What follows belongs to an exercise in optimizing a design on an open flow for small area; a production flow would make more cautious choices.
In this exercise RTL edits were held to simulation tests only and were not proved equivalent to the original.

==> flow/design.v (outline; a module is shown in full before it is edited, if it fits) <==
// module Posit_mult_N32_ES6_PIPE6: 75 lines
// module pack_ctl: 8 lines
// module inc31: 16 lines
// module posit_dec: 389 lines
// module mul24: 986 lines
// module pack: 205 lines
// module fa_cell: 6 lines
// module ha_cell: 6 lines
// module sel_cell: 5 lines
// module xor_cell: 5 lines
// module xnor_cell: 5 lines
// module or_cell: 5 lines
// module muxi_cell: 5 lines
// module cpa48: 253 lines
module Posit_mult_N32_ES6_PIPE6(clk, in1, in2, start, out, inf, zero, done);
  // ...
==> flow/flow/run.sh <==
#!/bin/bash
set -euo pipefail
export BUFFER_PORTS_ARGS="-buffer_cell sky130_fd_sc_hd__buf_1"
export REMOVE_ABC_BUFFERS=1
bash standard.sh > standard.log 2>&1
==> flow/standard.sh <==
#!/bin/bash
# synth_recipe.tcl (not shown) runs the flow's synth.tcl, then flattens the netlist and writes it again
# the make line also repeats each setting of config.mk as NAME=value (left out here)
make -C /OpenROAD-flow-scripts/flow DESIGN_CONFIG=/design/flow/config.mk WORK_HOME=/design/flow/orfs CLKGATE_MAP_FILE= SYNTH_SCRIPT=/design/flow/synth_recipe.tcl "${@:-finish}"
==> flow/config.mk <==
export PLATFORM = sky130hd
export DESIGN_NAME = Posit_mult_N32_ES6_PIPE6
export DESIGN_NICKNAME = Posit_mult_N32_ES6_PIPE6
export VERILOG_FILES = /design/flow/design.v
export SDC_FILE = /design/flow/constraint.sdc
export NUM_CORES = 4
export LEC_CHECK = 0
export CAP_MARGIN = 20
export CORE_MARGIN = 2
export CORE_UTILIZATION = 40
export CTS_BUF_LIST = sky130_fd_sc_hd__clkbuf_8
export GPL_TIMING_DRIVEN = 0
export SLEW_MARGIN = 20
export SYNTH_HIERARCHICAL = 1
export SYNTH_MINIMUM_KEEP_SIZE = 0
==> flow/constraint.sdc <==
create_clock -name core_clock -period 9.0 [get_ports {clk}]
set_input_delay 1.8000 -clock core_clock [delete_from_list [all_inputs] [get_ports {clk}]]
set_output_delay 1.8000 -clock core_clock [all_outputs]
set_load 0.01 [all_outputs]
==> summary.txt, run 1 <==
CP most frequent cell mux2i_1; critical path, cell by cell buf_1 > or4_1 > or4_1 > o21ai_0 > xnor2_2 > bufinv_8 > or4b_4 > a21oi_4 > nand2b_4 > inv_4 > mux2i_1 > mux2i_1 > mux2i_1 > mux2i_1 > mux2i_1 > inv_1 > ha_1 > fa_1 > a21o_1 > a221oi_2 > o31ai_2 > a2111oi_2 > a211o_1; cts hold-fix bufs 0; Resized Gates After CTS 16; top flop regs v2n (35), fa1n (23), fb1n (23); Met1 Wirelength 32,690 microns; First-pass DRT Iterations 8; final worst slack 0.3317 ns; RSZ-0062 raised after global routing no; multi-input gates 2,476; largest net degree at the start of global routing 39; CTS Sinks 108; CTS tree done; Yosys reg bits 108; crit-path max cell delay 0.77 ns; Setup TNS 0 ns; Worst Setup End Kind register; All-Layer GR Usage 0.2151; WHS Path Cells 0; Signal buffers 122; area taken by multi-input logic gates 22,780 sq um; Primary FF master, synth dfxtp_1; largest family of logic cells by synthesized area adder cells; Worst slew margin 0.1682; top-area cell type share of the netlist area 0.1891; final hold violations 0; die area 70,110 sq um; chip width 264.8 microns; P&R area growth vs syn 1.587%; Fin Hold WS 0.3348 ns; Distinct cells, synth 85; total grt overflow 0; commonest non-fill, non-tap cell in the layout mux2i_1; Clock Tree Root clkbuf_8; ANT nets after route 0; Slew Limit Fails 0; final non-filler cell area 27,630 sq um; number of non-clock inverters in the layout 125; Inst Count DP 3,703; worst skew pair latency 0.44 ns; proportion of synthesized area in mux cells 0.1646; status timing/DRC/antenna clean
==> run 2, diff against run 1 <==
==> flow/flow/run.sh (replaced) <==
#!/bin/bash
# The standard layout (the standard.sh: ORFS synthesis through finish),
# with the port buffers that global placement inserts made from the smallest
# buffer cell instead of the resizer's default choice.
set -euo pipefail
export BUFFER_PORTS_ARGS="-buffer_cell sky130_fd_sc_hd__buf_1"
bash standard.sh > standard.log 2>&1
--- a/flow/config.mk
+++ b/flow/config.mk
@@ -10,5 +10,4 @@
 export CORE_UTILIZATION = 40
 export CTS_BUF_LIST = sky130_fd_sc_hd__clkbuf_8
-export GPL_TIMING_DRIVEN = 0
 export SLEW_MARGIN = 20
 export SYNTH_HIERARCHICAL = 1
==> run 2 against run 1 <==
Fmax grew 7.7%. Sequential share of layout area about the same. Core utilization is 0.097 points lower. Cell count grew 1.7%. Synthesized cell count did not move. Hold slack got worse by 0.0035 ns. Non-clock buffer count grew 66. Die area did not move.
==> summary.txt, run 2 <==
vias per std cell 5.897; startpoint types primary input; Final Non-Filler Cells 3,784; EDFF count, synth 0; Worst Setup End Kind register; routed len/inst 20.72 microns; worst-case reg-to-reg path depth 22; CP max stage cell or4_1; final core area utilization 0.4098; most instantiated cells after synthesis mux2i_1, xor2_1, fa_1, o22ai_1, buf_4; Slew Limit Fails 0 (unchanged); Initial Util 0.4043; Setup TNS 0 ns (unchanged); # H-tree levels 3; WHS Path Cells 0 (unchanged); Clock Tree Root clkbuf_8; HP Class register to register; layout cells sized above 1 0.07595; Placed Instance Area 27,380 sq um; All-Layer GR Usage 0.2202 (+0.005140); initial antenna violation count 1; final non-filler cell area 27,570 sq um (-0.24%); # IOs 101; status timing/DRC/antenna clean; vias post-DR 22,310; Die Y 264.8 microns; clock tree buffer depth 2; most frequent cells in the layout mux2i_1, xor2_1, fa_1, o22ai_1, ha_1; die area 70,110 sq um (unchanged); cts bufs inserted 9; Async SR Flop Fraction 0; CP most frequent cell mux2i_1; total grt overflow 0 (unchanged); Worst R2R End v2n[4]$_DFF_P_; worst reg2reg startpoint fb1n[5]$_DFF_P_; worst skew pair latency 0.45 ns (about the same); CTS tree done; final worst path period share 0.8945; chip width 264.8 microns (unchanged); DRC 0; GP Congestion 0.9014; RSZ-0062 raised after global routing no; number of flip-flops in the largest register 35; CTS Sinks 108 (unchanged); top-area cell type share of the netlist area 0.1891 (unchanged); Post-Syn Area per Cell 9.007 sq um; Mapped Area 27,200 sq um; Top reg by flops v2n; Primary FF master, synth dfxtp_1; nets 3,372; final worst slack 0.9495 ns (+0.6178 ns); Inst Count DP 3,770 (+1.8%); drt total wl 78,390 microns; core area 67,280 sq um; r2r setup slk 1.25 ns; Distinct cells, synth 85 (unchanged); Clock Pin Slew Worst Setup and Hold Paths 0.09 ns; worst path bufs/invs 4; ANT nets after route 0 (unchanged); sequential-to-total area share from yosys stat 0.07948; Core Rows 95; HPWL after DPL 60,040 microns; Port Buffer Count 100; final hold violations 0 (unchanged); Max Cap Viol 0; Max Freq 124.2 MHz; crit path kind primary input to register; critical path, cell by cell buf_1 > or4_4 > or4_1 > buf_4 > o31ai_1 > mux2i_1 > or4b_4 > a21oi_2 > nand2b_1 > inv_2 > mux2i_1 > mux2i_1 > mux2i_1 > mux2i_1 > mux2i_1 > inv_1 > ha_1 > fa_1 > a21o_1 > a221oi_2 > o31ai_2 > a2111oi_2 > a211o_1; iteration-0 DRC count of the detailed router 1,834; First-pass DRT Iterations 8 (unchanged); Post-Syn Instances 3,020; Hold Startpoint n1$_DFF_P_; P&R area growth vs syn 1.348%; Fin Hold WS 0.3313 ns (-0.003466 ns); WP data arrival 8.43 ns; Worst Max-Slew Pin Slew 1.142 ns; Place WS 0.4990 ns; Clock Skew 0.03445 ns; CP top delay family compound AO/OA/AOI/OAI gates; Yosys warnings 7; setup repair bufs after CTS 0; largest fanout on the critical path 23; Levels on crit path 23; crit-path max cell delay 0.65 ns (-0.12 ns); top post-synthesis cells by area fa_1, mux2i_1, xor2_1; top flop regs v2n (35), fa1n (23), fb1n (23); largest net degree at the start of global routing 48 (+23%); final setup fails 0; first-pass GRT wire length 124,300 microns; Yosys reg bits 108 (unchanged); vias in the first global route 22,240; cts hold-fix bufs 0 (unchanged); area leader, netlist fa_1; Worst slew margin 0.2375 (+0.06927); Endpoint, Worst Hold n2$_DFF_P_; Crit path required time 9.38 ns; top-count cell post-synth mux2i_1; min Tclk post-route 8.050 ns; Resized Gates After CTS 0 (-16); commonest non-fill, non-tap cell in the layout mux2i_1
-- run 2: cell counts after synthesis --
Identical to the previous run, type by type.
-- run 2: worst max-delay path by stage --
stage,from,end,slack [ns]
3_3_place_gp,in2[12],e1[12]$_SDFF_PN1_,0.64
4_1_cts,in2[12],e1[12]$_SDFF_PN1_,0.96
5_1_grt,in2[12],e1[12]$_SDFF_PN1_,0.36
3_5_place_dp,in2[12],e1[12]$_SDFF_PN1_,0.50
6_report,in2[12],e1[12]$_SDFF_PN1_,0.95
2_1_floorplan,in1[14],e1[12]$_SDFF_PN1_,0.06
-- run 2: Yosys stat by module (local to each module, per instance) --
module	area, sq um	flip-flops and latches
pack	342.8	0
or_cell	6.256	0
pack_ctl	231.5	0
mul24	1968	0
inc31	113.9	0
posit_dec	2504	0
xnor_cell	8.758	0
fa_cell	20.02	0
cpa48	962.2	0
Posit_mult_N32_ES6_PIPE6	3446	108
xor_cell	8.758	0
ha_cell	12.51	0
muxi_cell	10.01	0
sel_cell	6.256	0
-- run 2: layout make-up --
cell class,count,area [sq um]
antenna,1,2.502
tap,873,1092
multi-input combinational,2476,22600
fill,6795,39710
clock buffer,10,137.6
timing repair buffer,188,1051
sequential,108,2171
inverter,125,469.2
clock inverter,3,47.55
-- run 2: kinds of logic after synthesis --
family,count (synthesis),share of synthesized area
flip-flops,108,0.07948
adder cells (fa/ha/maj),398,0.2540
AO/OA/AOI/OAI,643,0.1604
multiplexers,447,0.1646
other,1,0.0001379
XOR/XNOR,436,0.1404
AND/OR/NAND/NOR,551,0.1074
buffers and inverters,436,0.09370
-- run 2: worst reg2reg max path, delay by kind of cell, from the launching register on --
| kind | cells | cell delay (ns) |
|---|---|---|
| multiplexers | 1 | 0.33 |
| AND/OR/NAND/NOR | 3 | 0.69 |
| AO/OA/AOI/OAI | 4 | 1.01 |
| XOR/XNOR | 2 | 0.38 |
| adder cells (fa/ha/maj) | 7 | 3.18 |
| flip-flops | 1 | 0.59 |
| buffers and inverters | 5 | 1.49 |
-- run 2: per-layer routing --
metal / routed length [microns] / part of all wire / GRT usage
met3: 6657 / 0.085 / 0.05026
met1: 33370 / 0.43 / 0.2847
met4: 2377 / 0.030 / 0.07284
met2: 35990 / 0.46 / 0.3627
met5: 0 / 0 / 0

## what the ideal ports hide
No port has a modelled driver above. Below, the same layouts with a new extraction and two added sets of constraints. Step 1 (the two cells are an assumption about what drives the block):
set clk [get_ports {clk}]
set_driving_cell -lib_cell sky130_fd_sc_hd__clkbuf_16 $clk
set_driving_cell -lib_cell sky130_fd_sc_hd__buf_2 [delete_from_list [all_inputs] $clk]
Step 2 adds t to the input delays and takes it off the output delays; t is the mean of the earliest and latest rising clock arrival at the registers after step 1. Input paths then give back, and output paths get back, about the clock's delay inside the block. Three values: ideal, step 1, step 2; two values: the first two.
run | shift t [ns] | slack for setup (ns) | worst data-port slew with drivers (ns)
run 1 | 0.480 | 0.332 / 0.368 / -0.112 | 0.03
run 2 | 0.480 | 0.950 / 0.947 / 0.467 | 0.07
With both steps, setup timing fails in run 1, where it was met with ideal ports. For run 2, which loses most, drivers alone change the setup slack by -0.003 ns; drivers and shift together by -0.483 ns.
